This is an optimization exercise on Yosys and OpenROAD, whose aim is small area, a short achievable clock period and few clock cycles, not a production implementation.
Only simulation tests tie the RTL to the original design; equivalence was not proved.
Power is estimated from default activity; no workload was simulated.

## flow/run.sh

```bash
#!/bin/bash
# Own layout flow: the standard layout (standard.sh) with three changes:
#  - synthesis: the same script (synth_recipe.tcl), except that Yosys's synth
#    runs its fine stage without its quick "abc -fast" mapping, so that the
#    full adders of the carry-save tree reach ORFS's extract_fa step intact;
#    ORFS's own abc mapping afterwards is unchanged. Registers, their names and
#    cells are those of the standard synthesis.
#  - after synthesis, flow/polarity.py removes inverters around the full-adder
#    cells (a full adder is self-dual);
#  - the input and output ports are buffered by sky130_fd_sc_hd__buf_1.
# Runs in the standard flow's work folder; each tool's output goes to a log file here.
set -euo pipefail
work=$(pwd)
res=$work/orfs/results/sky130hd/booth_mul/base
cp config.mk flow_config.mk
echo "export BUFFER_PORTS_ARGS = -buffer_cell sky130_fd_sc_hd__buf_1" >> flow_config.mk
sed 's#^proc synth {args} { yosys synth -nofsm -noshare {\*}\$args }#proc synth {args} { if {[lsearch -exact $args fine:] >= 0} { yosys synth -nofsm -noshare -noabc {*}$args } else { yosys synth -nofsm -noshare {*}$args } }#' synth_recipe.tcl > flow_synth.tcl
grep -q -- "-noabc" flow_synth.tcl
sed "s#${work}/config.mk#${work}/flow_config.mk#g; s#${work}/synth_recipe.tcl#${work}/flow_synth.tcl#g" standard.sh > flow_standard.sh
grep -q flow_config.mk flow_standard.sh
grep -q flow_synth.tcl flow_standard.sh
bash flow_standard.sh "$res/1_2_yosys.v" > flow_synth.log 2>&1
cp "$res/1_2_yosys.v" yosys_synth.v
python3 flow/polarity.py yosys_synth.v "$res/1_2_yosys.v" > flow_polarity.log 2>&1
touch "$res/1_2_yosys.v"
bash flow_standard.sh > flow_standard.log 2>&1
```

## flow/polarity.py

```python
#!/usr/bin/env python3
"""Remove inverters around full-adder cells in a mapped Yosys netlist.

A full adder is self-dual: FA(~a, ~b, ~c) = (~sum, ~cout). Yosys's extract_fa
often leaves fa cells with inverters on their inputs or outputs. This pass
chooses, for each fa cell, whether to use it "flipped" (its input pins take the
complement of the logical inputs and its output nets carry the complement of
the logical outputs), so as to minimise the number of inverters, and rebuilds
the inverters: one per signal that some pin needs inverted.

usage: polarity.py IN.v OUT.v
"""
import re
import sys

INV = re.compile(r"^sky130_fd_sc_hd__(inv|clkinv)_\d+$")
FA = re.compile(r"^sky130_fd_sc_hd__fa_\d+$")
OUTPINS = {"X", "Y", "Q", "Q_N", "SUM", "COUT", "HI", "LO", "GCLK"}

src = open(sys.argv[1]).read()
m = re.search(r"^module\s+(\w+)\s*\((.*?)\);", src, re.S | re.M)
top_start = m.start()
body_start = m.end()
end = src.rindex("endmodule")
body = src[body_start:end]

decls = []
cells = []
pos = 0
cell_re = re.compile(r"\s*(sky130_fd_sc_hd__\w+)\s+(\S+)\s*\((.*?)\);", re.S)
decl_re = re.compile(r"\s*(input|output|wire|inout)\b[^;]*;", re.S)
while True:
    mm = decl_re.match(body, pos)
    if mm:
        decls.append(mm.group(0).strip())
        pos = mm.end()
        continue
    mm = cell_re.match(body, pos)
    if mm:
        pins = re.findall(r"\.(\w+)\(([^()]*)\)", mm.group(3))
        cells.append([mm.group(1), mm.group(2), [(p, n.strip()) for p, n in pins]])
        pos = mm.end()
        continue
    if body[pos:].strip() == "":
        break
    raise SystemExit("polarity.py: cannot parse netlist near: " + body[pos:pos + 200])

# output port nets
outports = set()
for d in decls:
    mo = re.match(r"output\s*(\[(\d+):(\d+)\])?\s*(\w+)\s*;", d)
    if mo:
        if mo.group(1):
            hi, lo = int(mo.group(2)), int(mo.group(3))
            for i in range(min(hi, lo), max(hi, lo) + 1):
                outports.add("%s[%d]" % (mo.group(4), i))
        else:
            outports.add(mo.group(4))

driver = {}
for idx, (typ, name, pins) in enumerate(cells):
    for p, n in pins:
        if p in OUTPINS:
            driver[n] = (idx, p)

# collapsible inverters: output not a port net
collapse = set()
for idx, (typ, name, pins) in enumerate(cells):
    if INV.match(typ):
        d = dict(pins)
        if d["Y"] not in outports:
            collapse.add(idx)


def resolve(n):
    ph = 0
    seen = 0
    while n in driver and driver[n][0] in collapse:
        n = dict(cells[driver[n][0]][2])["A"]
        ph ^= 1
        seen += 1
        if seen > 100:
            raise SystemExit("inverter loop")
    return n, ph


fa_cells = [i for i, c in enumerate(cells) if FA.match(c[0])]
# fa cells driving a port net directly are not flipped
fixed = set()
for i in fa_cells:
    for p, n in cells[i][2]:
        if p in OUTPINS and n in outports:
            fixed.add(i)

# sinks: (cell idx, pin) -> (base, phase); every input pin of a kept cell
sinks = []
for idx, (typ, name, pins) in enumerate(cells):
    if idx in collapse:
        continue
    for k, (p, n) in enumerate(pins):
        if p in OUTPINS:
            continue
        if re.match(r"^\d+'", n) or n == "":
            continue
        b, ph = resolve(n)
        sinks.append([idx, k, b, ph])

fa_out = {}
for i in fa_cells:
    for p, n in cells[i][2]:
        if p in OUTPINS:
            fa_out[n] = i

flip = set()
by_base = {}
for s in sinks:
    by_base.setdefault(s[2], []).append(s)
by_cell = {}
for s in sinks:
    by_cell.setdefault(s[0], []).append(s)


def need(s):
    """physical phase sink s needs from its base net"""
    ph = s[3]
    if s[0] in flip:
        ph ^= 1
    if s[2] in fa_out and fa_out[s[2]] in flip:
        ph ^= 1
    return ph


def cost_bases(bases):
    return sum(1 for b in bases if any(need(s) for s in by_base.get(b, [])))


def affected(i):
    bs = set(s[2] for s in by_cell.get(i, []))
    for p, n in cells[i][2]:
        if p in OUTPINS:
            bs.add(n)
    return bs


import random


def descend():
    changed = True
    rounds = 0
    while changed and rounds < 50:
        changed = False
        rounds += 1
        for i in fa_cells:
            if i in fixed:
                continue
            bs = affected(i)
            c0 = cost_bases(bs)
            flip.symmetric_difference_update({i})
            c1 = cost_bases(bs)
            if c1 < c0:
                changed = True
            else:
                flip.symmetric_difference_update({i})


rng = random.Random(1)
free = [i for i in fa_cells if i not in fixed]
descend()
best = (cost_bases(by_base.keys()), set(flip))
for trial in range(60):
    flip.clear()
    flip.update(i for i in free if rng.random() < 0.5)
    descend()
    c = cost_bases(by_base.keys())
    if c < best[0]:
        best = (c, set(flip))
flip.clear()
flip.update(best[1])
after = cost_bases(by_base.keys())

# rebuild: inverted copy of each base that needs one
invnet = {}
# reuse an existing collapsed inverter output net that carries ~base
for idx in collapse:
    d = dict(cells[idx][2])
    b, ph = resolve(d["Y"])
    if ph == 1 and b not in invnet:
        invnet[b] = d["Y"]
newwires = []
newcells = []
cnt = 0
for b, ss in by_base.items():
    if any(need(s) for s in ss):
        if b not in invnet:
            cnt += 1
            w = "_polw%d_" % cnt
            invnet[b] = w
            newwires.append(w)
for s in sinks:
    idx, k, b, ph = s
    p, n = cells[idx][2][k]
    cells[idx][2][k] = (p, invnet[b] if need(s) else b)
k = 0
for b, ss in by_base.items():
    if any(need(s) for s in ss):
        k += 1
        newcells.append(("sky130_fd_sc_hd__inv_1", "_polinv%d_" % k, [("A", b), ("Y", invnet[b])]))

def nm(n):
    return n + " " if n.startswith("\\") else n


out = [src[:body_start]]
for d in decls:
    out.append("  " + d)
for w in newwires:
    out.append("  wire %s;" % w)
for idx, (typ, name, pins) in enumerate(cells):
    if idx in collapse:
        continue
    out.append("  %s %s (\n%s\n  );" % (typ, name, ",\n".join("    .%s(%s)" % (p, nm(n)) for p, n in pins)))
for typ, name, pins in newcells:
    out.append("  %s %s (\n%s\n  );" % (typ, name, ",\n".join("    .%s(%s)" % (p, nm(n)) for p, n in pins)))
out.append("endmodule\n")
open(sys.argv[2], "w").write("\n".join(out))
print("polarity.py: %d fa cells, %d flipped; inverters %d -> %d (collapsed %d)" %
      (len(fa_cells), len(flip), len(collapse), after, len(collapse)))
```

## standard.sh

```bash
#!/bin/bash
# synth_recipe.tcl (not shown) runs the flow's synth.tcl, then flattens the netlist and writes it again
# the make line also repeats each setting of config.mk as NAME=value (left out here)
make -C /OpenROAD-flow-scripts/flow DESIGN_CONFIG=/design/flow/config.mk WORK_HOME=/design/flow/orfs CLKGATE_MAP_FILE= SYNTH_SCRIPT=/design/flow/synth_recipe.tcl "${@:-finish}"
```

## config.mk

```make
export PLATFORM = sky130hd
export DESIGN_NAME = booth_mul
export DESIGN_NICKNAME = booth_mul
export VERILOG_FILES = /design/flow/design.v
export SDC_FILE = /design/flow/constraint.sdc
export NUM_CORES = 4
export LEC_CHECK = 0
export CAP_MARGIN = 20
export CORE_MARGIN = 2
export CORE_UTILIZATION = 40
export PLACE_DENSITY = 0.6
export SETUP_SLACK_MARGIN = 1.9
export SLEW_MARGIN = 20
```

## constraint.sdc

```tcl
create_clock -name core_clock -period 5.0 [get_ports {clk}]
set_input_delay 1.0000 -clock core_clock [delete_from_list [all_inputs] [get_ports {clk}]]
set_output_delay 1.0000 -clock core_clock [all_outputs]
set_load 0.01 [all_outputs]
```

## design.v

```verilog
module booth_mul(clk, rst, start, data_in, done, product);
  input clk, rst, start;
  input [31:0] data_in;
  output done;
  output [63:0] product;
  reg [31:0] M;              
  reg [31:0] Q;              
  reg [33:0] AS, AC;         
  reg [7:0] L1, L2;          
  reg [3:0] ONE, TWO, NEG;   
  reg        s_lm, s_lq, s_fin, s_dn;
  reg [3:0] st;             
  assign done = s_dn;
  assign product = {M, Q};
  wire s_st = |st;
  wire idle = ~(s_lm | s_lq | s_st | s_fin);
  reg g;
  wire [8:0] nx = s_lm ? {data_in[7:0], 1'b0} : Q[15:7];
  wire nb0_2 = nx[2], nb0_1 = nx[1], nb0_0 = nx[0];
  wire nb1_2 = nx[4], nb1_1 = nx[3], nb1_0 = nx[2];
  wire nb2_2 = nx[6], nb2_1 = nx[5], nb2_0 = nx[4];
  wire nb3_2 = nx[8], nb3_1 = nx[7], nb3_0 = nx[6];
  wire [3:0] n_one = {nb3_1 ^ nb3_0, nb2_1 ^ nb2_0, nb1_1 ^ nb1_0, nb0_1 ^ nb0_0};
  wire [3:0] n_two = {(nb3_2 & ~nb3_1 & ~nb3_0) | (~nb3_2 & nb3_1 & nb3_0), (nb2_2 & ~nb2_1 & ~nb2_0) | (~nb2_2 & nb2_1 & nb2_0), (nb1_2 & ~nb1_1 & ~nb1_0) | (~nb1_2 & nb1_1 & nb1_0), (nb0_2 & ~nb0_1 & ~nb0_0) | (~nb0_2 & nb0_1 & nb0_0)};
  wire [3:0] n_neg = {nb3_2 & ~(nb3_1 & nb3_0), nb2_2 & ~(nb2_1 & nb2_0), nb1_2 & ~(nb1_1 & nb1_0), nb0_2 & ~(nb0_1 & nb0_0)};
  wire [33:0] as_i = g ? {1'b1, 33'd0} : AS;
  wire [33:0] ac_i = g ? 34'd0 : AC;
  wire [8:0] lo = g ? 9'd0 : L1 + L2;
  wire loc = lo[8];
  wire [31:0] mx = st[0] ? data_in : M;
  wire [32:0] x0 = {mx[31], mx} ^ {33{NEG[0]}};
  wire [33:0] pp0;
  assign pp0[32:0] = ({33{ONE[0]}} & x0) | ({33{TWO[0]}} & {x0[31:0], NEG[0]});
  assign pp0[33] = ~pp0[32];
  wire [32:0] x1 = {mx[31], mx} ^ {33{NEG[1]}};
  wire [33:0] pp1;
  assign pp1[32:0] = ({33{ONE[1]}} & x1) | ({33{TWO[1]}} & {x1[31:0], NEG[1]});
  assign pp1[33] = ~pp1[32];
  wire [32:0] x2 = {mx[31], mx} ^ {33{NEG[2]}};
  wire [33:0] pp2;
  assign pp2[32:0] = ({33{ONE[2]}} & x2) | ({33{TWO[2]}} & {x2[31:0], NEG[2]});
  assign pp2[33] = ~pp2[32];
  wire [32:0] x3 = {mx[31], mx} ^ {33{NEG[3]}};
  wire [33:0] pp3;
  assign pp3[32:0] = ({33{ONE[3]}} & x3) | ({33{TWO[3]}} & {x3[31:0], NEG[3]});
  assign pp3[33] = ~pp3[32];
  wire s1, k2, s3, k4, s5, k6, s7, k8, s9, k10, s11, k12, s13, k14, s15, k16, s17, k18, s19, k20, s21, k22, s23, k24, s25, k26, s27, k28, s29, k30, s31, k32, s33, k34, s35, k36, s37, k38, s39, k40, s41, k42, s43, k44, s45, k46, s47, k48, s49, k50, s51, k52, s53, k54, s55, k56, s57, k58, s59, k60, s61, k62, s63, k64, s65, k66, s67, k68, s69, k70, s71, k72, s73, k74, s75, k76, s77, k78, s79, k80, s81, k82, s83, k84, s85, k86, s87, k88, s89, k90, s91, k92, s93, k94, s95, k96, s97, k98, s99, k100, s101, k102, s103, k104, s105, k106, s107, k108, s109, k110, s111, k112, s113, k114, s115, k116, s117, k118, s119, k120, s121, k122, s123, k124, s125, k126, s127, k128, s129, k130, s131, k132, s133, k134, s135, k136, s137, k138, s139, k140, s141, k142, s143, k144, s145, k146, s147, k148, s149, k150, s151, k152, s153, k154, s155, k156, s157, k158, s159, k160, s161, k162, s163, k164, s165, k166, s167, k168, s169, k170, s171, k172, s173, k174, s175, k176, s177, k178, s179, k180, s181, k182, s183, k184, s185, k186, s187, k188, s189, k190, s191, k192, s193, k194, s195, k196, s197, k198, s199, k200, s201, k202, s203, k204, s205, k206, s207, k208, s209, k210, s211, k212, s213, k214, s215, k216, s217, k218, s219, k220, s221, k222, s223, k224, s225, k226, s227, k228, s229, k230, s231, k232, s233, k234, s235, k236, s237, k238, s239, k240, s241, k242, s243, k244, s245, k246, s247, k248, s249, k250, s251, k252, s253, k254, s255, k256, s257, k258, s259, k260, s261, k262, s263, k264, s265, k266, s267, k268, s269, k270, s271, k272, s273, k274, s275, k276, s277, k278, s279, k280, s281, k282, s283, k284, s285, k286, s287, k288, s289, k290, s291, k292, s293, k294, s295, k296, s297, k298, s299, k300, s301, k302, s303, k304, s305, k306, s307, k308, s309, k310, s311, k312, s313, k314, s315, k316, s317, k318, s319, k320, s321, k322, s323, k324, s325, k326, s327, k328, s329, k330, s331, k332;
  assign s1 = ac_i[6] ^ as_i[6];
  assign k2 = ac_i[6] & as_i[6];
  assign s3 = ac_i[7] ^ as_i[7];
  assign k4 = ac_i[7] & as_i[7];
  assign s5 = ac_i[8] ^ as_i[8];
  assign k6 = ac_i[8] & as_i[8];
  assign s7 = ac_i[9] ^ as_i[9];
  assign k8 = ac_i[9] & as_i[9];
  assign s9 = ac_i[10] ^ as_i[10];
  assign k10 = ac_i[10] & as_i[10];
  assign s11 = ac_i[11] ^ as_i[11];
  assign k12 = ac_i[11] & as_i[11];
  assign s13 = ac_i[12] ^ as_i[12];
  assign k14 = ac_i[12] & as_i[12];
  assign s15 = ac_i[13] ^ as_i[13];
  assign k16 = ac_i[13] & as_i[13];
  assign s17 = ac_i[14] ^ as_i[14];
  assign k18 = ac_i[14] & as_i[14];
  assign s19 = ac_i[15] ^ as_i[15];
  assign k20 = ac_i[15] & as_i[15];
  assign s21 = ac_i[16] ^ as_i[16];
  assign k22 = ac_i[16] & as_i[16];
  assign s23 = ac_i[17] ^ as_i[17];
  assign k24 = ac_i[17] & as_i[17];
  assign s25 = ac_i[18] ^ as_i[18];
  assign k26 = ac_i[18] & as_i[18];
  assign s27 = ac_i[19] ^ as_i[19];
  assign k28 = ac_i[19] & as_i[19];
  assign s29 = ac_i[20] ^ as_i[20];
  assign k30 = ac_i[20] & as_i[20];
  assign s31 = ac_i[21] ^ as_i[21];
  assign k32 = ac_i[21] & as_i[21];
  assign s33 = ac_i[22] ^ as_i[22];
  assign k34 = ac_i[22] & as_i[22];
  assign s35 = ac_i[23] ^ as_i[23];
  assign k36 = ac_i[23] & as_i[23];
  assign s37 = ac_i[24] ^ as_i[24];
  assign k38 = ac_i[24] & as_i[24];
  assign s39 = ac_i[25] ^ as_i[25];
  assign k40 = ac_i[25] & as_i[25];
  assign s41 = ac_i[26] ^ as_i[26];
  assign k42 = ac_i[26] & as_i[26];
  assign s43 = ac_i[27] ^ as_i[27];
  assign k44 = ac_i[27] & as_i[27];
  assign s45 = ac_i[28] ^ as_i[28];
  assign k46 = ac_i[28] & as_i[28];
  assign s47 = ac_i[29] ^ as_i[29];
  assign k48 = ac_i[29] & as_i[29];
  assign s49 = ac_i[30] ^ as_i[30];
  assign k50 = ac_i[30] & as_i[30];
  assign s51 = ac_i[31] ^ as_i[31];
  assign k52 = ac_i[31] & as_i[31];
  assign s53 = ac_i[0] ^ as_i[0];
  assign k54 = ac_i[0] & as_i[0];
  assign s55 = ac_i[2] ^ as_i[2];
  assign k56 = ac_i[2] & as_i[2];
  assign s57 = ac_i[3] ^ as_i[3];
  assign k58 = ac_i[3] & as_i[3];
  assign s59 = ac_i[4] ^ as_i[4] ^ NEG[2];
  assign k60 = (ac_i[4] & as_i[4]) | (ac_i[4] & NEG[2]) | (as_i[4] & NEG[2]);
  assign s61 = pp0[4] ^ pp1[2];
  assign k62 = pp0[4] & pp1[2];
  assign s63 = ac_i[5] ^ as_i[5] ^ pp0[5];
  assign k64 = (ac_i[5] & as_i[5]) | (ac_i[5] & pp0[5]) | (as_i[5] & pp0[5]);
  assign s65 = pp1[3] ^ pp2[1];
  assign k66 = pp1[3] & pp2[1];
  assign s67 = NEG[3] ^ s1 ^ pp0[6];
  assign k68 = (NEG[3] & s1) | (NEG[3] & pp0[6]) | (s1 & pp0[6]);
  assign s69 = pp1[4] ^ pp2[2] ^ pp3[0];
  assign k70 = (pp1[4] & pp2[2]) | (pp1[4] & pp3[0]) | (pp2[2] & pp3[0]);
  assign s71 = k2 ^ s3 ^ pp0[7];
  assign k72 = (k2 & s3) | (k2 & pp0[7]) | (s3 & pp0[7]);
  assign s73 = pp1[5] ^ pp2[3] ^ pp3[1];
  assign k74 = (pp1[5] & pp2[3]) | (pp1[5] & pp3[1]) | (pp2[3] & pp3[1]);
  assign s75 = k4 ^ s5 ^ pp0[8];
  assign k76 = (k4 & s5) | (k4 & pp0[8]) | (s5 & pp0[8]);
  assign s77 = pp1[6] ^ pp2[4] ^ pp3[2];
  assign k78 = (pp1[6] & pp2[4]) | (pp1[6] & pp3[2]) | (pp2[4] & pp3[2]);
  assign s79 = k6 ^ s7 ^ pp0[9];
  assign k80 = (k6 & s7) | (k6 & pp0[9]) | (s7 & pp0[9]);
  assign s81 = pp1[7] ^ pp2[5] ^ pp3[3];
  assign k82 = (pp1[7] & pp2[5]) | (pp1[7] & pp3[3]) | (pp2[5] & pp3[3]);
  assign s83 = k8 ^ s9 ^ pp0[10];
  assign k84 = (k8 & s9) | (k8 & pp0[10]) | (s9 & pp0[10]);
  assign s85 = pp1[8] ^ pp2[6] ^ pp3[4];
  assign k86 = (pp1[8] & pp2[6]) | (pp1[8] & pp3[4]) | (pp2[6] & pp3[4]);
  assign s87 = k10 ^ s11 ^ pp0[11];
  assign k88 = (k10 & s11) | (k10 & pp0[11]) | (s11 & pp0[11]);
  assign s89 = pp1[9] ^ pp2[7] ^ pp3[5];
  assign k90 = (pp1[9] & pp2[7]) | (pp1[9] & pp3[5]) | (pp2[7] & pp3[5]);
  assign s91 = k12 ^ s13 ^ pp0[12];
  assign k92 = (k12 & s13) | (k12 & pp0[12]) | (s13 & pp0[12]);
  assign s93 = pp1[10] ^ pp2[8] ^ pp3[6];
  assign k94 = (pp1[10] & pp2[8]) | (pp1[10] & pp3[6]) | (pp2[8] & pp3[6]);
  assign s95 = k14 ^ s15 ^ pp0[13];
  assign k96 = (k14 & s15) | (k14 & pp0[13]) | (s15 & pp0[13]);
  assign s97 = pp1[11] ^ pp2[9] ^ pp3[7];
  assign k98 = (pp1[11] & pp2[9]) | (pp1[11] & pp3[7]) | (pp2[9] & pp3[7]);
  assign s99 = k16 ^ s17 ^ pp0[14];
  assign k100 = (k16 & s17) | (k16 & pp0[14]) | (s17 & pp0[14]);
  assign s101 = pp1[12] ^ pp2[10] ^ pp3[8];
  assign k102 = (pp1[12] & pp2[10]) | (pp1[12] & pp3[8]) | (pp2[10] & pp3[8]);
  assign s103 = k18 ^ s19 ^ pp0[15];
  assign k104 = (k18 & s19) | (k18 & pp0[15]) | (s19 & pp0[15]);
  assign s105 = pp1[13] ^ pp2[11] ^ pp3[9];
  assign k106 = (pp1[13] & pp2[11]) | (pp1[13] & pp3[9]) | (pp2[11] & pp3[9]);
  assign s107 = k20 ^ s21 ^ pp0[16];
  assign k108 = (k20 & s21) | (k20 & pp0[16]) | (s21 & pp0[16]);
  assign s109 = pp1[14] ^ pp2[12] ^ pp3[10];
  assign k110 = (pp1[14] & pp2[12]) | (pp1[14] & pp3[10]) | (pp2[12] & pp3[10]);
  assign s111 = k22 ^ s23 ^ pp0[17];
  assign k112 = (k22 & s23) | (k22 & pp0[17]) | (s23 & pp0[17]);
  assign s113 = pp1[15] ^ pp2[13] ^ pp3[11];
  assign k114 = (pp1[15] & pp2[13]) | (pp1[15] & pp3[11]) | (pp2[13] & pp3[11]);
  assign s115 = k24 ^ s25 ^ pp0[18];
  assign k116 = (k24 & s25) | (k24 & pp0[18]) | (s25 & pp0[18]);
  assign s117 = pp1[16] ^ pp2[14] ^ pp3[12];
  assign k118 = (pp1[16] & pp2[14]) | (pp1[16] & pp3[12]) | (pp2[14] & pp3[12]);
  assign s119 = k26 ^ s27 ^ pp0[19];
  assign k120 = (k26 & s27) | (k26 & pp0[19]) | (s27 & pp0[19]);
  assign s121 = pp1[17] ^ pp2[15] ^ pp3[13];
  assign k122 = (pp1[17] & pp2[15]) | (pp1[17] & pp3[13]) | (pp2[15] & pp3[13]);
  assign s123 = k28 ^ s29 ^ pp0[20];
  assign k124 = (k28 & s29) | (k28 & pp0[20]) | (s29 & pp0[20]);
  assign s125 = pp1[18] ^ pp2[16] ^ pp3[14];
  assign k126 = (pp1[18] & pp2[16]) | (pp1[18] & pp3[14]) | (pp2[16] & pp3[14]);
  assign s127 = k30 ^ s31 ^ pp0[21];
  assign k128 = (k30 & s31) | (k30 & pp0[21]) | (s31 & pp0[21]);
  assign s129 = pp1[19] ^ pp2[17] ^ pp3[15];
  assign k130 = (pp1[19] & pp2[17]) | (pp1[19] & pp3[15]) | (pp2[17] & pp3[15]);
  assign s131 = k32 ^ s33 ^ pp0[22];
  assign k132 = (k32 & s33) | (k32 & pp0[22]) | (s33 & pp0[22]);
  assign s133 = pp1[20] ^ pp2[18] ^ pp3[16];
  assign k134 = (pp1[20] & pp2[18]) | (pp1[20] & pp3[16]) | (pp2[18] & pp3[16]);
  assign s135 = k34 ^ s35 ^ pp0[23];
  assign k136 = (k34 & s35) | (k34 & pp0[23]) | (s35 & pp0[23]);
  assign s137 = pp1[21] ^ pp2[19] ^ pp3[17];
  assign k138 = (pp1[21] & pp2[19]) | (pp1[21] & pp3[17]) | (pp2[19] & pp3[17]);
  assign s139 = k36 ^ s37 ^ pp0[24];
  assign k140 = (k36 & s37) | (k36 & pp0[24]) | (s37 & pp0[24]);
  assign s141 = pp1[22] ^ pp2[20] ^ pp3[18];
  assign k142 = (pp1[22] & pp2[20]) | (pp1[22] & pp3[18]) | (pp2[20] & pp3[18]);
  assign s143 = k38 ^ s39 ^ pp0[25];
  assign k144 = (k38 & s39) | (k38 & pp0[25]) | (s39 & pp0[25]);
  assign s145 = pp1[23] ^ pp2[21] ^ pp3[19];
  assign k146 = (pp1[23] & pp2[21]) | (pp1[23] & pp3[19]) | (pp2[21] & pp3[19]);
  assign s147 = k40 ^ s41 ^ pp0[26];
  assign k148 = (k40 & s41) | (k40 & pp0[26]) | (s41 & pp0[26]);
  assign s149 = pp1[24] ^ pp2[22] ^ pp3[20];
  assign k150 = (pp1[24] & pp2[22]) | (pp1[24] & pp3[20]) | (pp2[22] & pp3[20]);
  assign s151 = k42 ^ s43 ^ pp0[27];
  assign k152 = (k42 & s43) | (k42 & pp0[27]) | (s43 & pp0[27]);
  assign s153 = pp1[25] ^ pp2[23] ^ pp3[21];
  assign k154 = (pp1[25] & pp2[23]) | (pp1[25] & pp3[21]) | (pp2[23] & pp3[21]);
  assign s155 = k44 ^ s45 ^ pp0[28];
  assign k156 = (k44 & s45) | (k44 & pp0[28]) | (s45 & pp0[28]);
  assign s157 = pp1[26] ^ pp2[24] ^ pp3[22];
  assign k158 = (pp1[26] & pp2[24]) | (pp1[26] & pp3[22]) | (pp2[24] & pp3[22]);
  assign s159 = k46 ^ s47 ^ pp0[29];
  assign k160 = (k46 & s47) | (k46 & pp0[29]) | (s47 & pp0[29]);
  assign s161 = pp1[27] ^ pp2[25] ^ pp3[23];
  assign k162 = (pp1[27] & pp2[25]) | (pp1[27] & pp3[23]) | (pp2[25] & pp3[23]);
  assign s163 = k48 ^ s49 ^ pp0[30];
  assign k164 = (k48 & s49) | (k48 & pp0[30]) | (s49 & pp0[30]);
  assign s165 = pp1[28] ^ pp2[26] ^ pp3[24];
  assign k166 = (pp1[28] & pp2[26]) | (pp1[28] & pp3[24]) | (pp2[26] & pp3[24]);
  assign s167 = k50 ^ s51 ^ pp0[31];
  assign k168 = (k50 & s51) | (k50 & pp0[31]) | (s51 & pp0[31]);
  assign s169 = pp1[29] ^ pp2[27] ^ pp3[25];
  assign k170 = (pp1[29] & pp2[27]) | (pp1[29] & pp3[25]) | (pp2[27] & pp3[25]);
  assign s171 = as_i[32] ^ k52 ^ pp0[32];
  assign k172 = (as_i[32] & k52) | (as_i[32] & pp0[32]) | (k52 & pp0[32]);
  assign s173 = pp1[30] ^ pp2[28] ^ pp3[26];
  assign k174 = (pp1[30] & pp2[28]) | (pp1[30] & pp3[26]) | (pp2[28] & pp3[26]);
  assign s175 = as_i[33] ^ pp0[33] ^ pp1[31];
  assign k176 = (as_i[33] & pp0[33]) | (as_i[33] & pp1[31]) | (pp0[33] & pp1[31]);
  assign s177 = pp2[29] ^ pp3[27];
  assign k178 = pp2[29] & pp3[27];
  assign s179 = 1'b1 ^ pp1[32] ^ pp2[30];
  assign k180 = (1'b1 & pp1[32]) | (1'b1 & pp2[30]) | (pp1[32] & pp2[30]);
  assign s181 = NEG[0] ^ s53;
  assign k182 = NEG[0] & s53;
  assign s183 = ac_i[1] ^ as_i[1] ^ k54;
  assign k184 = (ac_i[1] & as_i[1]) | (ac_i[1] & k54) | (as_i[1] & k54);
  assign s185 = NEG[1] ^ s55 ^ pp0[2];
  assign k186 = (NEG[1] & s55) | (NEG[1] & pp0[2]) | (s55 & pp0[2]);
  assign s187 = k56 ^ s57 ^ pp0[3];
  assign k188 = (k56 & s57) | (k56 & pp0[3]) | (s57 & pp0[3]);
  assign s189 = k58 ^ s59 ^ pp2[0];
  assign k190 = (k58 & s59) | (k58 & pp2[0]) | (s59 & pp2[0]);
  assign s191 = k60 ^ k62 ^ s65;
  assign k192 = (k60 & k62) | (k60 & s65) | (k62 & s65);
  assign s193 = k66 ^ k64 ^ s67;
  assign k194 = (k66 & k64) | (k66 & s67) | (k64 & s67);
  assign s195 = k68 ^ k70 ^ s71;
  assign k196 = (k68 & k70) | (k68 & s71) | (k70 & s71);
  assign s197 = k72 ^ k74 ^ s75;
  assign k198 = (k72 & k74) | (k72 & s75) | (k74 & s75);
  assign s199 = k76 ^ k78 ^ s79;
  assign k200 = (k76 & k78) | (k76 & s79) | (k78 & s79);
  assign s201 = k80 ^ k82 ^ s83;
  assign k202 = (k80 & k82) | (k80 & s83) | (k82 & s83);
  assign s203 = k84 ^ k86 ^ s87;
  assign k204 = (k84 & k86) | (k84 & s87) | (k86 & s87);
  assign s205 = k88 ^ k90 ^ s91;
  assign k206 = (k88 & k90) | (k88 & s91) | (k90 & s91);
  assign s207 = k92 ^ k94 ^ s95;
  assign k208 = (k92 & k94) | (k92 & s95) | (k94 & s95);
  assign s209 = k96 ^ k98 ^ s101;
  assign k210 = (k96 & k98) | (k96 & s101) | (k98 & s101);
  assign s211 = k100 ^ k102 ^ s103;
  assign k212 = (k100 & k102) | (k100 & s103) | (k102 & s103);
  assign s213 = k104 ^ k106 ^ s107;
  assign k214 = (k104 & k106) | (k104 & s107) | (k106 & s107);
  assign s215 = k108 ^ k110 ^ s111;
  assign k216 = (k108 & k110) | (k108 & s111) | (k110 & s111);
  assign s217 = k112 ^ k114 ^ s115;
  assign k218 = (k112 & k114) | (k112 & s115) | (k114 & s115);
  assign s219 = k116 ^ k118 ^ s119;
  assign k220 = (k116 & k118) | (k116 & s119) | (k118 & s119);
  assign s221 = k120 ^ k122 ^ s123;
  assign k222 = (k120 & k122) | (k120 & s123) | (k122 & s123);
  assign s223 = k124 ^ k126 ^ s127;
  assign k224 = (k124 & k126) | (k124 & s127) | (k126 & s127);
  assign s225 = k128 ^ k130 ^ s131;
  assign k226 = (k128 & k130) | (k128 & s131) | (k130 & s131);
  assign s227 = k132 ^ k134 ^ s135;
  assign k228 = (k132 & k134) | (k132 & s135) | (k134 & s135);
  assign s229 = k136 ^ k138 ^ s139;
  assign k230 = (k136 & k138) | (k136 & s139) | (k138 & s139);
  assign s231 = k140 ^ k142 ^ s143;
  assign k232 = (k140 & k142) | (k140 & s143) | (k142 & s143);
  assign s233 = k144 ^ k146 ^ s147;
  assign k234 = (k144 & k146) | (k144 & s147) | (k146 & s147);
  assign s235 = k148 ^ k150 ^ s151;
  assign k236 = (k148 & k150) | (k148 & s151) | (k150 & s151);
  assign s237 = k152 ^ k154 ^ s155;
  assign k238 = (k152 & k154) | (k152 & s155) | (k154 & s155);
  assign s239 = k156 ^ k158 ^ s159;
  assign k240 = (k156 & k158) | (k156 & s159) | (k158 & s159);
  assign s241 = k160 ^ k162 ^ s163;
  assign k242 = (k160 & k162) | (k160 & s163) | (k162 & s163);
  assign s243 = k164 ^ k166 ^ s167;
  assign k244 = (k164 & k166) | (k164 & s167) | (k166 & s167);
  assign s245 = k168 ^ k170 ^ s171;
  assign k246 = (k168 & k170) | (k168 & s171) | (k170 & s171);
  assign s247 = s177 ^ k172 ^ k174;
  assign k248 = (s177 & k172) | (s177 & k174) | (k172 & k174);
  assign s249 = pp3[28] ^ k178 ^ k176;
  assign k250 = (pp3[28] & k178) | (pp3[28] & k176) | (k178 & k176);
  assign s251 = pp1[33] ^ pp2[31] ^ pp3[29];
  assign k252 = (pp1[33] & pp2[31]) | (pp1[33] & pp3[29]) | (pp2[31] & pp3[29]);
  assign s253 = 1'b1 ^ pp2[32];
  assign k254 = 1'b1 & pp2[32];
  assign s255 = s181 ^ loc;
  assign k256 = s181 & loc;
  assign s257 = k182 ^ pp0[1] ^ s183;
  assign k258 = (k182 & pp0[1]) | (k182 & s183) | (pp0[1] & s183);
  assign s259 = k184 ^ pp1[0] ^ s185;
  assign k260 = (k184 & pp1[0]) | (k184 & s185) | (pp1[0] & s185);
  assign s261 = pp1[1] ^ k186 ^ s187;
  assign k262 = (pp1[1] & k186) | (pp1[1] & s187) | (k186 & s187);
  assign s263 = s61 ^ k188 ^ s189;
  assign k264 = (s61 & k188) | (s61 & s189) | (k188 & s189);
  assign s265 = k190 ^ s63 ^ s191;
  assign k266 = (k190 & s63) | (k190 & s191) | (s63 & s191);
  assign s267 = s69 ^ k192 ^ s193;
  assign k268 = (s69 & k192) | (s69 & s193) | (k192 & s193);
  assign s269 = s73 ^ k194 ^ s195;
  assign k270 = (s73 & k194) | (s73 & s195) | (k194 & s195);
  assign s271 = s77 ^ k196 ^ s197;
  assign k272 = (s77 & k196) | (s77 & s197) | (k196 & s197);
  assign s273 = s81 ^ k198 ^ s199;
  assign k274 = (s81 & k198) | (s81 & s199) | (k198 & s199);
  assign s275 = s85 ^ k200 ^ s201;
  assign k276 = (s85 & k200) | (s85 & s201) | (k200 & s201);
  assign s277 = s89 ^ k202 ^ s203;
  assign k278 = (s89 & k202) | (s89 & s203) | (k202 & s203);
  assign s279 = s93 ^ k204 ^ s205;
  assign k280 = (s93 & k204) | (s93 & s205) | (k204 & s205);
  assign s281 = s97 ^ k206 ^ s207;
  assign k282 = (s97 & k206) | (s97 & s207) | (k206 & s207);
  assign s283 = s99 ^ k208 ^ s209;
  assign k284 = (s99 & k208) | (s99 & s209) | (k208 & s209);
  assign s285 = s105 ^ k210 ^ s211;
  assign k286 = (s105 & k210) | (s105 & s211) | (k210 & s211);
  assign s287 = s109 ^ k212 ^ s213;
  assign k288 = (s109 & k212) | (s109 & s213) | (k212 & s213);
  assign s289 = s113 ^ k214 ^ s215;
  assign k290 = (s113 & k214) | (s113 & s215) | (k214 & s215);
  assign s291 = s117 ^ k216 ^ s217;
  assign k292 = (s117 & k216) | (s117 & s217) | (k216 & s217);
  assign s293 = s121 ^ k218 ^ s219;
  assign k294 = (s121 & k218) | (s121 & s219) | (k218 & s219);
  assign s295 = s125 ^ k220 ^ s221;
  assign k296 = (s125 & k220) | (s125 & s221) | (k220 & s221);
  assign s297 = s129 ^ k222 ^ s223;
  assign k298 = (s129 & k222) | (s129 & s223) | (k222 & s223);
  assign s299 = s133 ^ k224 ^ s225;
  assign k300 = (s133 & k224) | (s133 & s225) | (k224 & s225);
  assign s301 = s137 ^ k226 ^ s227;
  assign k302 = (s137 & k226) | (s137 & s227) | (k226 & s227);
  assign s303 = s141 ^ k228 ^ s229;
  assign k304 = (s141 & k228) | (s141 & s229) | (k228 & s229);
  assign s305 = s145 ^ k230 ^ s231;
  assign k306 = (s145 & k230) | (s145 & s231) | (k230 & s231);
  assign s307 = s149 ^ k232 ^ s233;
  assign k308 = (s149 & k232) | (s149 & s233) | (k232 & s233);
  assign s309 = s153 ^ k234 ^ s235;
  assign k310 = (s153 & k234) | (s153 & s235) | (k234 & s235);
  assign s311 = s157 ^ k236 ^ s237;
  assign k312 = (s157 & k236) | (s157 & s237) | (k236 & s237);
  assign s313 = s161 ^ k238 ^ s239;
  assign k314 = (s161 & k238) | (s161 & s239) | (k238 & s239);
  assign s315 = s165 ^ k240 ^ s241;
  assign k316 = (s165 & k240) | (s165 & s241) | (k240 & s241);
  assign s317 = s169 ^ k242 ^ s243;
  assign k318 = (s169 & k242) | (s169 & s243) | (k242 & s243);
  assign s319 = s173 ^ k244 ^ s245;
  assign k320 = (s173 & k244) | (s173 & s245) | (k244 & s245);
  assign s321 = s175 ^ k246 ^ s247;
  assign k322 = (s175 & k246) | (s175 & s247) | (k246 & s247);
  assign s323 = s179 ^ k248 ^ s249;
  assign k324 = (s179 & k248) | (s179 & s249) | (k248 & s249);
  assign s325 = k180 ^ s251 ^ k250;
  assign k326 = (k180 & s251) | (k180 & k250) | (s251 & k250);
  assign s327 = pp3[30] ^ s253 ^ k252;
  assign k328 = (pp3[30] & s253) | (pp3[30] & k252) | (s253 & k252);
  assign s329 = pp2[33] ^ pp3[31] ^ k254;
  assign k330 = (pp2[33] & pp3[31]) | (pp2[33] & k254) | (pp3[31] & k254);
  assign s331 = 1'b1 ^ pp3[32];
  assign k332 = 1'b1 & pp3[32];
  wire [7:0] t_l1 = {k268, k266, k264, k262, k260, k258, k256, pp0[0]};
  wire [7:0] t_l2 = {s269, s267, s265, s263, s261, s259, s257, s255};
  wire [33:0] t_h1 = {1'b0, 1'b1, pp3[33], s331, s329, s327, k324, k322, k320, k318, k316, k314, k312, k310, k308, k306, k304, k302, k300, k298, k296, k294, k292, k290, k288, k286, k284, k282, k280, k278, k276, k274, k272, k270};
  wire [33:0] t_h2 = {1'b0, 1'b0, k332, k330, k328, k326, s325, s323, s321, s319, s317, s315, s313, s311, s309, s307, s305, s303, s301, s299, s297, s295, s293, s291, s289, s287, s285, s283, s281, s279, s277, s275, s273, s271};
  wire [39:0] fsum;
  fadd u_fadd(.x({AS[31:0], L1}), .y({AC[31:0], L2}), .s(fsum));
  always @(posedge clk) begin
    if (rst) begin
      s_lm <= 1'b0; s_lq <= 1'b0; st <= 4'd0; s_fin <= 1'b0; s_dn <= 1'b0; g <= 1'b1;
    end else begin
      s_lm <= idle & start;
      s_lq <= 1'b0;
      st <= {st[2:0], s_lm};
      s_fin <= st[3];
      g <= ~s_st;
      if (idle & start) s_dn <= 1'b0;
      else if (s_fin) s_dn <= 1'b1;
    end
  end
  always @(posedge clk) begin
    ONE <= n_one; TWO <= n_two; NEG <= n_neg;
    AS <= t_h1; AC <= t_h2;
    L1 <= t_l1; L2 <= t_l2;
  end
  always @(posedge clk) begin
    if (s_st) M <= mx;
    else if (s_fin) M <= fsum[39:8];
  end
  always @(posedge clk) begin
    if (s_lm) Q <= data_in;
    else if (s_st | s_fin) Q <= {lo[7:0], Q[31:8]};
  end
endmodule
module fadd_p(input [39:0] x, y, input cin, output [40:0] s);
  wire [39:0] g0 = x & y;
  wire [39:0] p0 = x ^ y;
  wire G1 = g0[0] | (p0[0] & cin);
  wire P1 = 1'b0;
  wire G2 = g0[2] | (p0[2] & g0[1]);
  wire P2 = p0[2] & p0[1];
  wire G3 = g0[4] | (p0[4] & g0[3]);
  wire P3 = p0[4] & p0[3];
  wire G4 = g0[6] | (p0[6] & g0[5]);
  wire P4 = p0[6] & p0[5];
  wire G5 = g0[8] | (p0[8] & g0[7]);
  wire P5 = p0[8] & p0[7];
  wire G6 = g0[10] | (p0[10] & g0[9]);
  wire P6 = p0[10] & p0[9];
  wire G7 = g0[12] | (p0[12] & g0[11]);
  wire P7 = p0[12] & p0[11];
  wire G8 = g0[14] | (p0[14] & g0[13]);
  wire P8 = p0[14] & p0[13];
  wire G9 = g0[16] | (p0[16] & g0[15]);
  wire P9 = p0[16] & p0[15];
  wire G10 = g0[18] | (p0[18] & g0[17]);
  wire P10 = p0[18] & p0[17];
  wire G11 = g0[20] | (p0[20] & g0[19]);
  wire P11 = p0[20] & p0[19];
  wire G12 = g0[22] | (p0[22] & g0[21]);
  wire P12 = p0[22] & p0[21];
  wire G13 = g0[24] | (p0[24] & g0[23]);
  wire P13 = p0[24] & p0[23];
  wire G14 = g0[26] | (p0[26] & g0[25]);
  wire P14 = p0[26] & p0[25];
  wire G15 = g0[28] | (p0[28] & g0[27]);
  wire P15 = p0[28] & p0[27];
  wire G16 = g0[30] | (p0[30] & g0[29]);
  wire P16 = p0[30] & p0[29];
  wire G17 = g0[32] | (p0[32] & g0[31]);
  wire P17 = p0[32] & p0[31];
  wire G18 = g0[34] | (p0[34] & g0[33]);
  wire P18 = p0[34] & p0[33];
  wire G19 = g0[36] | (p0[36] & g0[35]);
  wire P19 = p0[36] & p0[35];
  wire G20 = g0[38] | (p0[38] & g0[37]);
  wire P20 = p0[38] & p0[37];
  wire G21 = g0[1] | (p0[1] & G1);
  wire P21 = p0[1] & P1;
  wire G22 = G2 | (P2 & G1);
  wire P22 = P2 & P1;
  wire G23 = g0[5] | (p0[5] & G3);
  wire P23 = p0[5] & P3;
  wire G24 = G4 | (P4 & G3);
  wire P24 = P4 & P3;
  wire G25 = g0[9] | (p0[9] & G5);
  wire P25 = p0[9] & P5;
  wire G26 = G6 | (P6 & G5);
  wire P26 = P6 & P5;
  wire G27 = g0[13] | (p0[13] & G7);
  wire P27 = p0[13] & P7;
  wire G28 = G8 | (P8 & G7);
  wire P28 = P8 & P7;
  wire G29 = g0[17] | (p0[17] & G9);
  wire P29 = p0[17] & P9;
  wire G30 = G10 | (P10 & G9);
  wire P30 = P10 & P9;
  wire G31 = g0[21] | (p0[21] & G11);
  wire P31 = p0[21] & P11;
  wire G32 = G12 | (P12 & G11);
  wire P32 = P12 & P11;
  wire G33 = g0[25] | (p0[25] & G13);
  wire P33 = p0[25] & P13;
  wire G34 = G14 | (P14 & G13);
  wire P34 = P14 & P13;
  wire G35 = g0[29] | (p0[29] & G15);
  wire P35 = p0[29] & P15;
  wire G36 = G16 | (P16 & G15);
  wire P36 = P16 & P15;
  wire G37 = g0[33] | (p0[33] & G17);
  wire P37 = p0[33] & P17;
  wire G38 = G18 | (P18 & G17);
  wire P38 = P18 & P17;
  wire G39 = g0[37] | (p0[37] & G19);
  wire P39 = p0[37] & P19;
  wire G40 = G20 | (P20 & G19);
  wire P40 = P20 & P19;
  wire G41 = g0[3] | (p0[3] & G22);
  wire P41 = p0[3] & P22;
  wire G42 = G3 | (P3 & G22);
  wire P42 = P3 & P22;
  wire G43 = G23 | (P23 & G22);
  wire P43 = P23 & P22;
  wire G44 = G24 | (P24 & G22);
  wire P44 = P24 & P22;
  wire G45 = g0[11] | (p0[11] & G26);
  wire P45 = p0[11] & P26;
  wire G46 = G7 | (P7 & G26);
  wire P46 = P7 & P26;
  wire G47 = G27 | (P27 & G26);
  wire P47 = P27 & P26;
  wire G48 = G28 | (P28 & G26);
  wire P48 = P28 & P26;
  wire G49 = g0[19] | (p0[19] & G30);
  wire P49 = p0[19] & P30;
  wire G50 = G11 | (P11 & G30);
  wire P50 = P11 & P30;
  wire G51 = G31 | (P31 & G30);
  wire P51 = P31 & P30;
  wire G52 = G32 | (P32 & G30);
  wire P52 = P32 & P30;
  wire G53 = g0[27] | (p0[27] & G34);
  wire P53 = p0[27] & P34;
  wire G54 = G15 | (P15 & G34);
  wire P54 = P15 & P34;
  wire G55 = G35 | (P35 & G34);
  wire P55 = P35 & P34;
  wire G56 = G36 | (P36 & G34);
  wire P56 = P36 & P34;
  wire G57 = g0[35] | (p0[35] & G38);
  wire P57 = p0[35] & P38;
  wire G58 = G19 | (P19 & G38);
  wire P58 = P19 & P38;
  wire G59 = G39 | (P39 & G38);
  wire P59 = P39 & P38;
  wire G60 = G40 | (P40 & G38);
  wire P60 = P40 & P38;
  wire G61 = g0[7] | (p0[7] & G44);
  wire P61 = p0[7] & P44;
  wire G62 = G5 | (P5 & G44);
  wire P62 = P5 & P44;
  wire G63 = G25 | (P25 & G44);
  wire P63 = P25 & P44;
  wire G64 = G26 | (P26 & G44);
  wire P64 = P26 & P44;
  wire G65 = G45 | (P45 & G44);
  wire P65 = P45 & P44;
  wire G66 = G46 | (P46 & G44);
  wire P66 = P46 & P44;
  wire G67 = G47 | (P47 & G44);
  wire P67 = P47 & P44;
  wire G68 = G48 | (P48 & G44);
  wire P68 = P48 & P44;
  wire G69 = g0[23] | (p0[23] & G52);
  wire P69 = p0[23] & P52;
  wire G70 = G13 | (P13 & G52);
  wire P70 = P13 & P52;
  wire G71 = G33 | (P33 & G52);
  wire P71 = P33 & P52;
  wire G72 = G34 | (P34 & G52);
  wire P72 = P34 & P52;
  wire G73 = G53 | (P53 & G52);
  wire P73 = P53 & P52;
  wire G74 = G54 | (P54 & G52);
  wire P74 = P54 & P52;
  wire G75 = G55 | (P55 & G52);
  wire P75 = P55 & P52;
  wire G76 = G56 | (P56 & G52);
  wire P76 = P56 & P52;
  wire G77 = g0[39] | (p0[39] & G60);
  wire P77 = p0[39] & P60;
  wire G78 = g0[15] | (p0[15] & G68);
  wire P78 = p0[15] & P68;
  wire G79 = G9 | (P9 & G68);
  wire P79 = P9 & P68;
  wire G80 = G29 | (P29 & G68);
  wire P80 = P29 & P68;
  wire G81 = G30 | (P30 & G68);
  wire P81 = P30 & P68;
  wire G82 = G49 | (P49 & G68);
  wire P82 = P49 & P68;
  wire G83 = G50 | (P50 & G68);
  wire P83 = P50 & P68;
  wire G84 = G51 | (P51 & G68);
  wire P84 = P51 & P68;
  wire G85 = G52 | (P52 & G68);
  wire P85 = P52 & P68;
  wire G86 = G69 | (P69 & G68);
  wire P86 = P69 & P68;
  wire G87 = G70 | (P70 & G68);
  wire P87 = P70 & P68;
  wire G88 = G71 | (P71 & G68);
  wire P88 = P71 & P68;
  wire G89 = G72 | (P72 & G68);
  wire P89 = P72 & P68;
  wire G90 = G73 | (P73 & G68);
  wire P90 = P73 & P68;
  wire G91 = G74 | (P74 & G68);
  wire P91 = P74 & P68;
  wire G92 = G75 | (P75 & G68);
  wire P92 = P75 & P68;
  wire G93 = G76 | (P76 & G68);
  wire P93 = P76 & P68;
  wire G94 = g0[31] | (p0[31] & G93);
  wire P94 = p0[31] & P93;
  wire G95 = G17 | (P17 & G93);
  wire P95 = P17 & P93;
  wire G96 = G37 | (P37 & G93);
  wire P96 = P37 & P93;
  wire G97 = G38 | (P38 & G93);
  wire P97 = P38 & P93;
  wire G98 = G57 | (P57 & G93);
  wire P98 = P57 & P93;
  wire G99 = G58 | (P58 & G93);
  wire P99 = P58 & P93;
  wire G100 = G59 | (P59 & G93);
  wire P100 = P59 & P93;
  wire G101 = G60 | (P60 & G93);
  wire P101 = P60 & P93;
  wire G102 = G77 | (P77 & G93);
  wire P102 = P77 & P93;
  assign s = {G102, p0[39] ^ G101, p0[38] ^ G100, p0[37] ^ G99, p0[36] ^ G98, p0[35] ^ G97, p0[34] ^ G96, p0[33] ^ G95, p0[32] ^ G94, p0[31] ^ G93, p0[30] ^ G92, p0[29] ^ G91, p0[28] ^ G90, p0[27] ^ G89, p0[26] ^ G88, p0[25] ^ G87, p0[24] ^ G86, p0[23] ^ G85, p0[22] ^ G84, p0[21] ^ G83, p0[20] ^ G82, p0[19] ^ G81, p0[18] ^ G80, p0[17] ^ G79, p0[16] ^ G78, p0[15] ^ G68, p0[14] ^ G67, p0[13] ^ G66, p0[12] ^ G65, p0[11] ^ G64, p0[10] ^ G63, p0[9] ^ G62, p0[8] ^ G61, p0[7] ^ G44, p0[6] ^ G43, p0[5] ^ G42, p0[4] ^ G41, p0[3] ^ G22, p0[2] ^ G21, p0[1] ^ G1, p0[0] ^ cin};
endmodule
module fadd(x, y, s);
  input [39:0] x, y;
  output [39:0] s;
  wire [40:0] w;
  fadd_p u(.x(x), .y(y), .cin(1'b0), .s(w));
  assign s = w[39:0];
endmodule
```

==> flow_metrics.env, run 1 <==
export IMPL_status="complete, no violations"
export IMPL_root_buffer_cell="clkbuf_16"
export IMPL_maxCapViolCount=0
export IMPL_slew_limit_headroom_pct=29.0
export IMPL_avgRoutedWirePerCell_um=22.5
export IMPL_drt_iter0_drc=603
export IMPL_ioPinCount=100
export IMPL_post_synth_instance_area_mm2=0.0128
export IMPL_fill_cells=2861
export IMPL_cts_htree_levels=4
export IMPL_die_height_um=183
export IMPL_numClockSinks=163
export IMPL_final_period_minus_worst_setup_slack_ps=3110
export IMPL_worst_skew_pair_latency_ps=440
export IMPL_route_final_wire_length_um=36600
export IMPL_crit_path_start_kind="input pin"
export IMPL_most_common_layout_cells="a22o_1 (129), xnor2_1 (126), fa_1 (124)"
export IMPL_fin_worst_hold_slack_ps=490
export IMPL_worst_slew_pin_slew_ps=1060
export IMPL_hp_class="flop to flop"
export IMPL_finish_net_count=1456
export IMPL_insertedDiodeCount=0
export IMPL_final_setup_skew_ps=15.2
export IMPL_dp_final_hpwl_um=28400
export IMPL_final_design_area_no_fill_mm2=0.0151
export IMPL_holdBufCountCts=0
export IMPL_start_util_pct=40.5
export IMPL_yosys_warn_count=1
export IMPL_post_route_drc_count=0
export IMPL_cp_end_kind="flop"
export IMPL_post_synth_cell_area_avg_um2=11.5
export IMPL_track_usage_pct=22.1
export IMPL_postSynthNetCount=1355
export IMPL_timing_critical_path_fanout_max=5
export IMPL_rsz0062_at_grt="yes"
export IMPL_total_power_mw=10.1
export IMPL_flow_area_growth_from_synthesis_pct=18.4
export IMPL_layout_drive_gt1_share_pct=14.7
export IMPL_cts_buffers=17
export IMPL_most_common_cell_after_layout_fill_and_taps_aside="a22o_1"
export IMPL_die_w_um=183
export IMPL_num_vias=9061
export IMPL_grt_max_degree=41
export IMPL_place_gp_congestion=0.866
export IMPL_max_freq_mhz=321
export IMPL_vdd_ir_drop_worst_mv=0.338
export IMPL_route_detailed_vias_per_inst=5.58
export IMPL_drv_slew=0
export IMPL_hold_violations=0
export IMPL_clockBufferDepth=2
export IMPL_via_count_of_the_first_global_routing_pass=9171
export IMPL_drtAntennaViolNets=0
export IMPL_regToRegSetupSlack_ps=1930
export IMPL_core_region_area_mm2=0.0315
export IMPL_placedInstanceArea_mm2=0.0139
export IMPL_grt_first_pass_wirelength_um=54400
export IMPL_cp_data_arrival_time_ps=3410
export IMPL_final_setup_viol_count=0
export IMPL_clkSlewWorstSetupHoldPaths_ps=60
export IMPL_power_per_cell_area_mw_per_mm2=669
export IMPL_floorplan_die_area_mm2=0.0333
export IMPL_power_leakage_nw=6.16
export IMPL_cts_tree="done"
export IMPL_number_of_antenna_violations_at_the_first_check_in_global_routing=1
export IMPL_synth_cells=1108
export IMPL_final_period_utilization_pct=62.2
export IMPL_critical_path_class="input pin to flop"
export IMPL_critical_path_required_ps=5300
export IMPL_grt_overflow_total=0
export IMPL_setup_tns_ps=0
export IMPL_row_count=65
export IMPL_detail_route_first_pass_iterations=5
export IMPL_portBuffers=99
[final cells by class]
cell class / count / area [um2] / area share, %
sequential: 163 / 3930 / 26.0
inverter: 27 / 101 / 0.671
timing repair buffer: 151 / 935 / 6.18
clock buffer: 24 / 473 / 3.13
clock inverter: 8 / 78.8 / 0.522
tap: 402 / 503 / 3.33
multi-input combinational: 849 / 9090 / 60.2
[routing by layer]
| metal | global-route usage, % | vias to the layer above | part of all wire, % |
|---|---|---|---|
| met3 | 4.59 | 50 | 5.1 |
| met1 | 27.0 | 4584 | 41 |
| met4 | 7.00 | 0 | 2.6 |
| met5 | 0 | - | 0 |
| li1 | - | 4156 | - |
| met2 | 39.0 | 271 | 52 |
[report_power, final]
part	switching, mW	internal (mW)
clock	0.556	0.716
combinational	3.43	2.89
sequential	0.479	2.05
[flip-flops by register name (all words and copies together), names as in the netlist]
signal  count
s_dn        1
g           1
s_fin       1
M          32
AS         31
AC         32
s_lm        1
L2          8
L1          8
Q          32
TWO         4
ONE         4
st          4
NEG         4
[metrics by stage]
stage	instances	utilization (%)	setup WS (ps)
final	1624	48.0	1890
after global routing	1624	48.0	1860
after CTS	1591	46.2	1900
after detailed placement	1557	44.3	1430
after global placement	1556	44.2	1290
after floorplan	1108	-	1900
[worst paths after layout]
kind,from,endpoint,cells past startpoint
max,data_in[8],AC[3]$_DFF_P_,8
min,st[1]$_SDFF_PP0_,st[2]$_SDFF_PP0_,1
max reg2reg,st[0]$_SDFF_PP0_,AC[17]$_DFF_P_,7
min reg2reg,st[1]$_SDFF_PP0_,st[2]$_SDFF_PP0_,1
[what timing repair did]
action / 4_1_cts / 5_1_grt
pin swaps: 3 / 13
cloned: 0 / 4
setup endpoints to repair: 77 / 44
setup buffers: 2 / 29
resized for setup: 13 / 36
[worst max-delay path, stage by stage]
cell     delay [ps]
buf_1           250
mux2i_4         130
buf_12          160
xnor2_2         130
a22o_1          280
fa_1            470
fa_1            550
fa_1            440
Testbench counts, summed over its fixed seeds: cycles 11,200.
==> run 2: changes to the inputs <==
--- a/design.v
+++ b/design.v
@@ -10,10 +10,8 @@
   reg [3:0] ONE, TWO, NEG;   
-  reg        s_lm, s_lq, s_fin, s_dn;
-  reg [3:0] st;             
+  reg        s_lm, s_lq, s_st, s_f1, s_fin, s_dn;
+  reg [1:0] cnt;
   assign done = s_dn;
   assign product = {M, Q};
-  wire s_st = |st;
   wire idle = ~(s_lm | s_lq | s_st | s_fin);
-  reg g;
-  wire [8:0] nx = s_lm ? {data_in[7:0], 1'b0} : Q[15:7];
+  wire [8:0] nx = s_lq ? {data_in[7:0], 1'b0} : Q[15:7];
   wire nb0_2 = nx[2], nb0_1 = nx[1], nb0_0 = nx[0];
@@ -25,7 +23,7 @@
   wire [3:0] n_neg = {nb3_2 & ~(nb3_1 & nb3_0), nb2_2 & ~(nb2_1 & nb2_0), nb1_2 & ~(nb1_1 & nb1_0), nb0_2 & ~(nb0_1 & nb0_0)};
-  wire [33:0] as_i = g ? {1'b1, 33'd0} : AS;
-  wire [33:0] ac_i = g ? 34'd0 : AC;
-  wire [8:0] lo = g ? 9'd0 : L1 + L2;
+  wire [33:0] as_i = s_f1 ? {1'b1, 33'd0} : AS;
+  wire [33:0] ac_i = s_f1 ? 34'd0 : AC;
+  wire [8:0] lo = s_f1 ? 9'd0 : L1 + L2;
   wire loc = lo[8];
-  wire [31:0] mx = st[0] ? data_in : M;
+  wire [31:0] mx = M;
   wire [32:0] x0 = {mx[31], mx} ^ {33{NEG[0]}};
@@ -387,9 +385,9 @@
     if (rst) begin
-      s_lm <= 1'b0; s_lq <= 1'b0; st <= 4'd0; s_fin <= 1'b0; s_dn <= 1'b0; g <= 1'b1;
+      s_lm <= 1'b0; s_lq <= 1'b0; s_st <= 1'b0; s_f1 <= 1'b0; s_fin <= 1'b0; s_dn <= 1'b0;
     end else begin
       s_lm <= idle & start;
-      s_lq <= 1'b0;
-      st <= {st[2:0], s_lm};
-      s_fin <= st[3];
-      g <= ~s_st;
+      s_lq <= s_lm;
+      s_st <= s_lq | (s_st & (cnt != 2'd3));
+      s_f1 <= s_lq;
+      s_fin <= s_st & (cnt == 2'd3);
       if (idle & start) s_dn <= 1'b0;
@@ -399,2 +397,6 @@
   always @(posedge clk) begin
+    if (s_lq) cnt <= 2'd0;
+    else if (s_st) cnt <= cnt + 2'd1;
+  end
+  always @(posedge clk) begin
     ONE <= n_one; TWO <= n_two; NEG <= n_neg;
@@ -404,3 +406,3 @@
   always @(posedge clk) begin
-    if (s_st) M <= mx;
+    if (s_lm) M <= data_in;
     else if (s_fin) M <= fsum[39:8];
@@ -408,3 +410,3 @@
   always @(posedge clk) begin
-    if (s_lm) Q <= data_in;
+    if (s_lq) Q <= data_in;
     else if (s_st | s_fin) Q <= {lo[7:0], Q[31:8]};
==> flow/run.sh (replaced) <==
#!/bin/bash
# Own layout flow: the standard layout (standard.sh) with three changes:
#  - synthesis: the same script (synth_recipe.tcl), except that in Yosys's
#    synth fine stage the full adders are extracted (extract_fa and ORFS's
#    adder map) before its quick "abc -fast" mapping instead of after it, so
#    that the adders of the carry-save tree are kept whole; ORFS's own steps
#    afterwards are unchanged. Registers, their names and cells are those of
#    the standard synthesis.
#  - after synthesis, flow/polarity.py removes inverters around the full-adder
#    cells (a full adder is self-dual);
#  - the input and output ports are buffered by sky130_fd_sc_hd__buf_1.
# Runs in the standard flow's work folder; each tool's output goes to a log file here.
set -euo pipefail
work=$(pwd)
res=$work/orfs/results/sky130hd/booth_mul/base
cp config.mk flow_config.mk
echo "export BUFFER_PORTS_ARGS = -buffer_cell sky130_fd_sc_hd__buf_1" >> flow_config.mk
python3 - <<'PY'
s = open("synth_recipe.tcl").read()
old = "proc synth {args} { yosys synth -nofsm -noshare {*}$args }"
new = ("proc synth {args} { if {[lsearch -exact $args fine:] >= 0} { "
       "yosys synth -nofsm -noshare -noabc {*}$args; yosys extract_fa; "
       "yosys techmap -map $::env(ADDER_MAP_FILE); yosys techmap; yosys opt -fast; "
       "yosys abc -fast; yosys opt -fast } else { yosys synth -nofsm -noshare {*}$args } }")
assert old in s
open("flow_synth.tcl", "w").write(s.replace(old, new))
PY
sed "s#${work}/config.mk#${work}/flow_config.mk#g; s#${work}/synth_recipe.tcl#${work}/flow_synth.tcl#g" standard.sh > flow_standard.sh
grep -q flow_config.mk flow_standard.sh
grep -q flow_synth.tcl flow_standard.sh
bash flow_standard.sh "$res/1_2_yosys.v" > flow_synth.log 2>&1
cp "$res/1_2_yosys.v" yosys_synth.v
python3 flow/polarity.py yosys_synth.v "$res/1_2_yosys.v" > flow_polarity.log 2>&1
touch "$res/1_2_yosys.v"
bash flow_standard.sh > flow_standard.log 2>&1
--- a/config.mk
+++ b/config.mk
@@ -9,5 +9,5 @@
 export CORE_MARGIN = 2
-export CORE_UTILIZATION = 40
-export PLACE_DENSITY = 0.6
-export SETUP_SLACK_MARGIN = 1.9
+export CORE_UTILIZATION = 50
+export PLACE_DENSITY = 0.7
+export SETUP_SLACK_MARGIN = 2.0
 export SLEW_MARGIN = 20
==> flow_metrics.env, run 2 <==
export IMPL_numClockSinks=163
export IMPL_timing_critical_path_fanout_max=4
export IMPL_drtAntennaViolNets=0
export IMPL_die_height_um=170
export IMPL_cp_end_kind="flop"
export IMPL_largest_registers="AC x32, M x32, Q x32"
export IMPL_worst_skew_pair_latency_ps=440
export IMPL_clockBufferDepth=2
export IMPL_num_vias=11661
export IMPL_via_count_of_the_first_global_routing_pass=11536
export IMPL_crit_family="compound AO/OA/AOI/OAI gates"
export IMPL_avgRoutedWirePerCell_um=25.7
export IMPL_rsz0062_at_grt="yes"
export IMPL_final_period_minus_worst_setup_slack_ps=2990
export IMPL_detail_route_first_pass_iterations=6
export IMPL_finish_utilization_pct=56.6
export IMPL_hp_class="flop to flop"
export IMPL_max_stage_delay_ps=420
export IMPL_drt_iter0_drc=1362
export IMPL_postSynthNetCount=1584
export IMPL_power_per_cell_area_mw_per_mm2=831
export IMPL_hold_violations=0
export IMPL_drv_slew=0
export IMPL_worst_path_max_delay_cell="fa_1"
export IMPL_cp_cell_sequence="ha_1, o21ai_2, nor4_4, o21ai_2, a21bo_2, a2111oi_4, o21ai_2, nand2b_1, fa_1, mux2_2"
export IMPL_cts_tree="done"
export IMPL_final_design_area_no_fill_mm2=0.0153
export IMPL_power_leakage_nw=5.73
export IMPL_place_gp_congestion=0.903
export IMPL_floorplan_die_area_mm2=0.0290
export IMPL_track_usage_pct=30.9
export IMPL_grt_max_degree=57
export IMPL_row_count=60
export IMPL_placedInstanceArea_mm2=0.0143
export IMPL_cts_htree_levels=4
export IMPL_total_power_mw=12.7
export IMPL_number_of_antenna_violations_at_the_first_check_in_global_routing=0
export IMPL_worst_path_buf_inv=0
export IMPL_max_freq_mhz=334
export IMPL_worst_slew_pin_slew_ps=1000
export IMPL_finish_net_count=1613
export IMPL_most_common_layout_cells="fa_1 (132), a221oi_1 (119), nor2_1 (112)"
export IMPL_route_detailed_vias_per_inst=6.78
export IMPL_start_util_pct=51.1
export IMPL_final_critical_path_setup_slack_ps=2010
export IMPL_root_buffer_cell="clkbuf_16"
export IMPL_post_synth_instance_area_mm2=0.0138
export IMPL_critical_path_required_ps=5190
export IMPL_most_common_cell_after_layout_fill_and_taps_aside="fa_1"
export IMPL_slew_limit_headroom_pct=33.0
export IMPL_synth_cells=1336
export IMPL_status="complete, no violations"
export IMPL_cp_data_arrival_time_ps=3180
export IMPL_grt_first_pass_wirelength_um=68100
export IMPL_dp_final_hpwl_um=30300
export IMPL_holdBufCountCts=0
export IMPL_clkSlewWorstSetupHoldPaths_ps=70
export IMPL_vdd_ir_drop_worst_mv=0.385
export IMPL_flow_area_growth_from_synthesis_pct=10.8
export IMPL_portBuffers=99
export IMPL_fill_cells=2335
export IMPL_grt_overflow_total=0
export IMPL_post_route_drc_count=0
export IMPL_die_w_um=170
export IMPL_layout_drive_gt1_share_pct=17.1
export IMPL_post_synth_cell_area_avg_um2=10.3
export IMPL_final_period_utilization_pct=59.9
export IMPL_route_final_wire_length_um=44200
export IMPL_crit_path_start_kind="flop"
export IMPL_core_region_area_mm2=0.0270
export IMPL_final_setup_viol_count=0
export IMPL_critPathMostFrequentCell="o21ai_2"
export IMPL_ioPinCount=100
export IMPL_preCtsSetupSlack_ps=1580
export IMPL_final_setup_skew_ps=11.9
export IMPL_yosys_warn_count=1
export IMPL_cts_buffers=17
export IMPL_setup_tns_ps=0
export IMPL_maxCapViolCount=0
export IMPL_critical_path_class="flop to flop"
[run 2: cell types whose count changed in the layout (fill, tap and decap cells not counted), moves of 62 or more]
cell | previous run | this run
a221oi_1 | 2 | 119
a22o_1 | 129 | 7
nand2b_1 | 3 | 65
nor2_1 | 37 | 112
o221a_2 | 1 | 89
xnor2_1 | 126 | 18
[run 2: final timing paths]
kind,startpoint,endpoint,slack [ps],cells past startpoint
setup / recovery,L1[2]$_DFF_P_,M[23]$_DFFE_PP_,2010,10
hold / removal,cnt[1]$_SDFFE_PP0P_,cnt[1]$_SDFFE_PP0P_,510,2
setup reg to reg,L1[2]$_DFF_P_,M[23]$_DFFE_PP_,2010,10
hold reg to reg,cnt[1]$_SDFFE_PP0P_,cnt[1]$_SDFFE_PP0P_,510,2
[run 2: layer usage]
layer,up-vias,global-route usage (%),wire length [um]
li1,5081,-,-
met4,0,11.0,1410
met5,-,0,0
met1,5884,41.5,17800
met3,98,5.63,3560
met2,598,50.3,21500
[run 2: worst min-delay path, stage by stage, from the launching register on]
cell and delay, ps:
dfxtp_1 330, mux2i_1 70, nor2_1 80
[run 2: through the flow]
stage	std cells	hold WS, ps
3_5_place_dp	1663	494
4_1_cts	1709	509
3_3_place_gp	1663	474
5_1_grt	1719	539
6_report	1720	509
2_1_floorplan	1336	457
[run 2: repair_timing]
item,in CTS,in global routing
cloned,2,0
pin swaps,2,3
setup endpoints to repair,62,52
setup buffers,12,10
gates resized for setup,19,23
[run 2: power by group]
part	switching (mW)	internal, mW
sequential	0.849	2.21
combinational	4.45	3.83
clock	0.616	0.754
total	5.92	6.80
[run 2: area by class of cell]
class | instances | area (um2) | share of cell area, %
Antenna cell | 1 | 2.50 | 0.0164
Timing Repair inverter | 2 | 15.0 | 0.0981
Tap cell | 341 | 427 | 2.79
Clock inverter | 14 | 169 | 1.10
Multi-Input combinational cell | 998 | 9370 | 61.3
Clock buffer | 18 | 429 | 2.80
Timing Repair Buffer | 142 | 786 | 5.13
Inverter | 41 | 169 | 1.10
Sequential cell | 163 | 3930 | 25.7
Testbench counts of run 2, summed over its fixed seeds: cycles 12,800.

## what the ideal ports hide
In the flow no input, the clock included, has a driving cell. The finished layouts below were timed again as built, in two steps.
Step 1 (the two cells are an assumption about what drives the block):
set clk [get_ports {clk}]
set_driving_cell -lib_cell sky130_fd_sc_hd__clkbuf_16 $clk
set_driving_cell -lib_cell sky130_fd_sc_hd__buf_2 [delete_from_list [all_inputs] $clk]
Step 2 also shifts input and output timing later by t, the mid clock arrival at the registers, as if the neighbouring blocks saw the same clock.
a / b / c = ideal / step 1 / step 2; a / b = the first two.
| run | t, ns | slack for setup (ns) | hold WS [ns] | clock arrival spread, ns | pins driven straight from the clock port |
|---|---|---|---|---|---|
| run 1 | 0.481 | 1.889 / 1.914 / 1.433 | 0.490 / 0.490 / 0.490 | 0.018 / 0.018 | 1 |
| run 2 | 0.481 | 2.007 / 2.007 / 2.007 | 0.509 / 0.509 / 0.509 | 0.012 / 0.012 | 1 |
After both steps setup and hold are still met in every run listed. The setup slack of run 1, which loses most, moves by +0.025 ns with the drivers and by -0.456 ns with both steps.
